From an optimization exercise on the open Yosys and OpenROAD flow, aimed at small area and a short achievable clock period; shortcuts taken in it are not production practice. Only simulation tests tie the RTL to the original design; equivalence was not proved. Power is estimated from default activity; no workload was simulated.

==> pepper: inputs <==
// bitonic_top
module bitonic_top #(parameter NUM_INPUT = 16, DATA_WIDTH = 8)
(clk, reset, data_in, valid, done, data_out);
clock: 3.0 ns
lec_check: 0
cap_margin: 20
core_margin: 2
core_utilization: 65
cts_cluster_diameter: 60
cts_cluster_size: 30
place_density: 0.75
setup_slack_margin: 1.4
slew_margin: 20
standard.sh (not shown) runs the stock make flow with config.mk's settings and CLKGATE_MAP_FILE= SYNTH_SCRIPT=/design/flow/synth_recipe.tcl, a recipe that flattens the netlist after the stock synthesis.
==> flow/flow/run.sh <==
#!/bin/bash
# Own layout flow: the standard layout, except that the synthesis maps the
# combinational logic with flow/abc.script (an area-recovering ABC script) in place of
# ORFS's speed script. Registers, their names and everything after synthesis are as in
# the standard flow. Ports are buffered with buf_2 cells.
set -euo pipefail
W=$(pwd)
{
  head -n 1 synth_recipe.tcl
  cat <<EOF
proc abc {args} {
  set i [lsearch -exact \$args -script]
  if { \$i >= 0 } { set args [lreplace \$args [expr {\$i+1}] [expr {\$i+1}] $W/flow/abc.script] }
  yosys abc {*}\$args
}
EOF
  tail -n +2 synth_recipe.tcl
} > my_synth.tcl
sed "s#SYNTH_SCRIPT=[^ ]*#SYNTH_SCRIPT=$W/my_synth.tcl#" standard.sh > my_standard.sh
grep -q "SYNTH_SCRIPT=$W/my_synth.tcl" my_standard.sh
bash my_standard.sh "BUFFER_PORTS_ARGS=-buffer_cell sky130_fd_sc_hd__buf_2" finish > flow.log 2>&1
==> flow/flow/abc.script <==
strash
dc2
strash
&get -n
&dch -f
&nf -R 100 -p
&put
==> onyx: changes against pepper <==
--- a/flow/flow/run.sh
+++ b/flow/flow/run.sh
@@ -4,3 +4,3 @@
 # ORFS's speed script. Registers, their names and everything after synthesis are as in
-# the standard flow. Ports are buffered with buf_2 cells.
+# the standard flow.
 set -euo pipefail
@@ -20,2 +20,2 @@
 grep -q "SYNTH_SCRIPT=$W/my_synth.tcl" my_standard.sh
-bash my_standard.sh "BUFFER_PORTS_ARGS=-buffer_cell sky130_fd_sc_hd__buf_2" finish > flow.log 2>&1
+bash my_standard.sh > flow.log 2>&1
==> flow/flow/abc.script (replaced) <==
strash
dc2
strash
&get -n
&dch -f
&nf {D}
&put
Settings changed: CORE_UTILIZATION 65 to 55, CTS_CLUSTER_DIAMETER 60 to not set, CTS_CLUSTER_SIZE 30 to not set, PLACE_DENSITY 0.75 to not set, SETUP_SLACK_MARGIN 1.4 to 1.0.
==> out/qor.csv <==
stage,metric,value,unit
pwr,Final Power,46.51,mW
pwr,Combinational Power Share,0.360,
detailed_routing,M1 WL,37720,um
sta,skew final,0.01929,ns
finish,fraction of area in registers,0.4964,
status,status,timing/DRC/antenna clean,
global_routing,largest net degree at the start of global routing,31,
global_routing,first-pass GRT wire length,136700,um
detailed_routing,via density per instance,5.517,
finish,buffering overhead,0.03853,
finish,post-route cell area,0.04264,mm2
setup_path,r2r setup slk,1.37,ns
floorplanning,die width,246.6,um
floorplanning,die area,0.06083,mm2
placed_design,Placement Setup Slack,1.186,ns
detailed_routing,First DRT Iteration DRCs,1971,
# the run above: pepper

==> out/qor.csv <==
stage,metric,value,unit
finish,fraction of area in registers,0.4560,
clock_network,hold_buf cts,0,
floorplanning,n_taps,950,
finish,buffering overhead,0.05361,
finish,post-route cell area,0.04618,mm2
global_routing,largest net degree at the start of global routing,16,
placed_design,Placement Setup Slack,0.9961,ns
detailed_routing,First DRT Iteration DRCs,2226,
setup_path,CP endpoint,l5_1_2_6_x_p4$_DFF_P_,
setup_path,Arrival @ worst endpoint,2.47,ns
floorplanning,die width,273.0,um
status,status,timing/DRC/antenna clean,
setup_path,r2r setup slk,1.10,ns
sta,skew final,0.02171,ns
detailed_routing,M1 WL,46580,um
pwr,Final Power,52.42,mW
global_routing,first-pass GRT wire length,156600,um
# the run above: onyx



==> inputs of v32 <==
bitonic_top again, from the RTL that the note above started with.
==> flow/config.mk <==
export PLATFORM = sky130hd
export DESIGN_NAME = bitonic_top
export DESIGN_NICKNAME = bitonic_top
export VERILOG_FILES = /design/flow/design.v
export SDC_FILE = /design/flow/constraint.sdc
export NUM_CORES = 4
export LEC_CHECK = 0
export CAP_MARGIN = 20
export CORE_MARGIN = 2
export CORE_UTILIZATION = 65
export CTS_CLUSTER_DIAMETER = 70
export CTS_CLUSTER_SIZE = 36
export SETUP_SLACK_MARGIN = 1.4
export SLEW_MARGIN = 20
==> flow/constraint.sdc <==
create_clock -name core_clock -period 3.0 [get_ports {clk}]
set_input_delay 0.6000 -clock core_clock [delete_from_list [all_inputs] [get_ports {clk}]]
set_output_delay 0.6000 -clock core_clock [all_outputs]
set_load 0.01 [all_outputs]
==> flow/flow/run.sh <==
#!/bin/bash
# Own layout flow: the standard layout, except that the synthesis maps the
# combinational logic with flow/abc.script (an area-recovering ABC script) in place of
# ORFS's speed script. Registers, their names and everything after synthesis are as in
# the standard flow. Ports are buffered with buf_2 cells.
set -euo pipefail
W=$(pwd)
{
  head -n 1 synth_recipe.tcl
  cat <<EOF
proc abc {args} {
  set i [lsearch -exact \$args -script]
  if { \$i >= 0 } { set args [lreplace \$args [expr {\$i+1}] [expr {\$i+1}] $W/flow/abc.script] }
  yosys abc {*}\$args
}
EOF
  tail -n +2 synth_recipe.tcl
} > my_synth.tcl
sed "s#SYNTH_SCRIPT=[^ ]*#SYNTH_SCRIPT=$W/my_synth.tcl#" standard.sh > my_standard.sh
grep -q "SYNTH_SCRIPT=$W/my_synth.tcl" my_standard.sh
bash my_standard.sh "BUFFER_PORTS_ARGS=-buffer_cell sky130_fd_sc_hd__buf_2" finish > flow.log 2>&1
==> flow/flow/abc.script <==
strash
dc2
strash
&get -n
&dch -f
&nf -R 100 -p
&put
==> inputs of v15, as changes to v32 <==
==> flow/run.sh (new file) <==
#!/bin/bash
# synth_recipe.tcl (not shown) runs the flow's synth.tcl, then flattens the netlist and writes it again
# the make line also repeats each setting of config.mk as NAME=value (left out here)
make -C /OpenROAD-flow-scripts/flow DESIGN_CONFIG=/design/flow/config.mk WORK_HOME=/design/flow/orfs CLKGATE_MAP_FILE= SYNTH_SCRIPT=/design/flow/synth_recipe.tcl finish
Settings changed: CORE_UTILIZATION 65 to 55, CTS_CLUSTER_DIAMETER 70 to not set, CTS_CLUSTER_SIZE 36 to not set, SETUP_SLACK_MARGIN 1.4 to 1.0.
removed: flow/flow/run.sh
removed: flow/flow/abc.script
removed: flow/standard.sh
==> inputs of v30, as changes to v32 <==
==> flow/flow/abc.script (replaced) <==
strash
dc2
strash
&get -n
&dch -f
&nf {D}
&put
Settings changed: CORE_UTILIZATION 65 to 70, CTS_CLUSTER_DIAMETER 70 to 60, CTS_CLUSTER_SIZE 36 to 30, SETUP_SLACK_MARGIN 1.4 to 1.6.
==> results_dict.tcl <==
set metrics [dict create \
    status "stopped before the end" \
    lastStage "global routing" \
    error "[ERROR GRT-0232] Routing congestion too high. Check the congestion heatmap in the GUI." \
    place.gp.congestion 0.992 \
    dpl-instance-area_um2 41400 \
    grt_max_degree 31 \
    synth_cell_types 63 \
]
Source of the figures above: v30

==> results_dict.tcl <==
set metrics [dict create \
    synth_cell_types 37 \
    dpl-instance-area_um2 39600 \
    fin_nets 4799 \
    grt_max_degree 37 \
    whs_ns 0.0566 \
    cp_slowest_cell "dfxtp_1" \
    place.gp.congestion 0.924 \
    top_layer "met4" \
    status "complete, no violations" \
    top_area_cell_class "registers" \
    crit_buf_inv 1 \
]
Source of the figures above: v32

==> results_dict.tcl <==
set metrics [dict create \
    status "complete, no violations" \
    whs_path_depth 0 \
    place.gp.congestion 0.961 \
    mostFrequentLayoutCells "1043 x dfxtp_1, 482 x nor2_1, 345 x nand2_1" \
    n_all_inverters 303 \
    clock_area_frac 0.0695 \
    grt_max_degree 24 \
    timing.rr.end "l5_9_11_3_lo_p3$_DFF_P_" \
]
Source of the figures above: v15



==> 03-08: inputs <==
Starting RTL as in the previous note.
## bitonic_top
module bitonic_top #(parameter NUM_INPUT = 16, DATA_WIDTH = 8)
(clk, reset, data_in, valid, done, data_out);
clock: 3.0 ns
lec_check: 0
cap_margin: 20
core_margin: 2
core_utilization: 60
cts_cluster_diameter: 60
cts_cluster_size: 30
setup_slack_margin: 1.5
slew_margin: 20
==> flow/flow/run.sh <==
#!/bin/bash
# Own layout flow: the standard layout, except that the synthesis maps the
# combinational logic with flow/abc.script (an area-recovering ABC script) in place of
# ORFS's speed script. Registers, their names and everything after synthesis are as in
# the standard flow. Ports are buffered with buf_2 cells.
set -euo pipefail
W=$(pwd)
{
  head -n 1 synth_recipe.tcl
  cat <<EOF
proc abc {args} {
  set i [lsearch -exact \$args -script]
  if { \$i >= 0 } { set args [lreplace \$args [expr {\$i+1}] [expr {\$i+1}] $W/flow/abc.script] }
  yosys abc {*}\$args
}
EOF
  tail -n +2 synth_recipe.tcl
} > my_synth.tcl
sed "s#SYNTH_SCRIPT=[^ ]*#SYNTH_SCRIPT=$W/my_synth.tcl#" standard.sh > my_standard.sh
grep -q "SYNTH_SCRIPT=$W/my_synth.tcl" my_standard.sh
bash my_standard.sh "BUFFER_PORTS_ARGS=-buffer_cell sky130_fd_sc_hd__buf_2" finish > flow.log 2>&1
==> flow/flow/abc.script <==
strash
dc2
strash
&get -n
&dch -f
&nf -R 100 -p
&put
==> 07-26: changes against 03-08 <==
Settings changed: CORE_UTILIZATION 60 to 65, SETUP_SLACK_MARGIN 1.5 to 1.3.
==> 11-13: changes against 03-08 <==
==> flow/flow/abc.script (replaced) <==
strash
dc2
strash
&get -n
&dch -f
&nf {D}
&put
Settings changed: CORE_UTILIZATION 60 to 65, SETUP_SLACK_MARGIN 1.5 to 1.3.
==> 06-27: changes against 03-08 <==
Settings changed: CORE_UTILIZATION 60 to 65, CTS_CLUSTER_DIAMETER 60 to 45, CTS_CLUSTER_SIZE 30 to 25, SETUP_SLACK_MARGIN 1.5 to 1.4.
==> results.txt <==
11-13 went through all stages and came out clean. 07-26 went through all stages and came out clean. 06-27 finished clean. 03-08 finished with timing, DRC and antenna clean. Register-to-register slack: 11-13 < 07-26 < 06-27 < 03-08. First-iteration DRC count, lowest first: 03-08, 07-26, 06-27, 11-13. In critical path depth, 03-08 and 06-27 do not differ. The highest worst hold slack belongs to 03-08, the lowest to 06-27. Count of clock-buffer cells in the layout is the same in 03-08 and 07-26. In flip-flop and latch count, 07-26 and 03-08 do not differ. Area after synthesis is the same in 07-26 and 06-27. The highest cell count belongs to 03-08, the lowest to 11-13. Between 07-26 and 03-08, the lower sequential power is in 07-26 (gap about 2%, measured against 03-08). Maximum frequency: 11-13 < 06-27 < 03-08 < 07-26. Sequential share of layout area, highest first: 07-26, 03-08, 11-13, 06-27.
==> figures <==
metric	07-26	06-27	03-08	11-13
Fraction of area in multi-input gates	35.6%	35.0%	38.1%	40.7%
Wire length of the first global-routing pass	136000 um	142000 um	137000 um	153000 um
Critical path depth in cells	1	1	1	4
Outcome	finished clean	finished clean	finished clean	finished clean
Count of buffer and inverter cells on the critical path	1	1	1	0
Total non-filler cell area in the finished layout	0.0420 sq mm	0.0444 sq mm	0.0445 sq mm	0.0442 sq mm
Die Outline Area	0.0608 sq mm	0.0608 sq mm	0.0658 sq mm	0.0632 sq mm
End point of the worst hold path	in12_2_p1	in2_6_p1	in12_2_p1	in7_3_p1
Number of distinct library cell variants in the gate-level netlist after synthesis	37	37	37	63
Mapped Nets	4620	4620	4620	4172
Layout cell share with drive strength beyond 1	9.73%	14.8%	22.1%	13.4%
Length in cells of the worst reg-to-reg path	6	5	6	4
Clock tree buffer count of the final layout	55	103	55	59
Min setup slack post-route	1310 ps	1290 ps	1310 ps	1240 ps
Combined area of the multi-input logic cells	0.0149 sq mm	0.0155 sq mm	0.0170 sq mm	0.0180 sq mm
Top layer in use	met4	met4	met5	met5
Setup slack, reg-to-reg	1330 ps	1410 ps	1490 ps	1240 ps
Power attributed to the clock group	8.25 mW	13.0 mW	8.51 mW	8.55 mW
Hold_sp	data_in[101]	data_in[17]	data_in[101]	data_in[60]
Slowest stage delay, CP	330 ps	320 ps	340 ps	590 ps
Met3 track demand over resource in global routing	3.14%	4.04%	2.81%	4.53%
Clock latency on the worst-skew pair	650 ps	660 ps	660 ps	660 ps
Register Area	0.0211 sq mm	0.0212 sq mm	0.0213 sq mm	0.0211 sq mm

static timing again, ports no longer ideal:
How much do the figures lean on ideal ports? The routed layouts below were timed once more, with nothing changed but the port constraints.
Step 1: set_driving_cell puts a clkbuf_16 on clk and a buf_2 on each other input, an assumption about the parent block.
Step 2 adds t to the input delays and takes it off the output delays; t is the mean of the earliest and latest rising clock arrival at the registers after step 1. Input paths then give back, and output paths get back, about the clock's delay inside the block.
Slacks: no drivers / after step 1 / after step 2; pairs: no drivers / after step 1.
| run | shift t [ns] | slack for setup (ns) | worst hold slack (ns) | worst setup path at the end |
|---|---|---|---|---|
| pepper | 0.700 | 1.304 / 1.240 / 1.369 | 0.044 / 0.000 / 0.322 | register to register |
| onyx | 0.727 | 1.103 / 1.077 / 1.103 | 0.320 / 0.320 / 0.320 | register to register |
| v32 | 0.687 | 1.310 / 1.248 / 1.310 | 0.057 / 0.012 / 0.330 | register to register |
| v15 | 0.738 | 0.977 / 0.977 / 0.977 | 0.319 / 0.313 / 0.319 | register to register |
| 03-08 | 0.711 | 1.305 / 1.238 / 1.476 | 0.045 / -0.003 / 0.326 | input to register |
| 07-26 | 0.697 | 1.306 / 1.243 / 1.332 | 0.043 / 0.000 / 0.319 | register to register |
| 11-13 | 0.710 | 1.242 / 1.213 / 1.242 | 0.031 / -0.014 / 0.329 | register to register |
| 06-27 | 0.715 | 1.294 / 1.231 / 1.409 | 0.029 / -0.012 / 0.319 | register to register |
After both steps setup and hold are still met in every run listed.
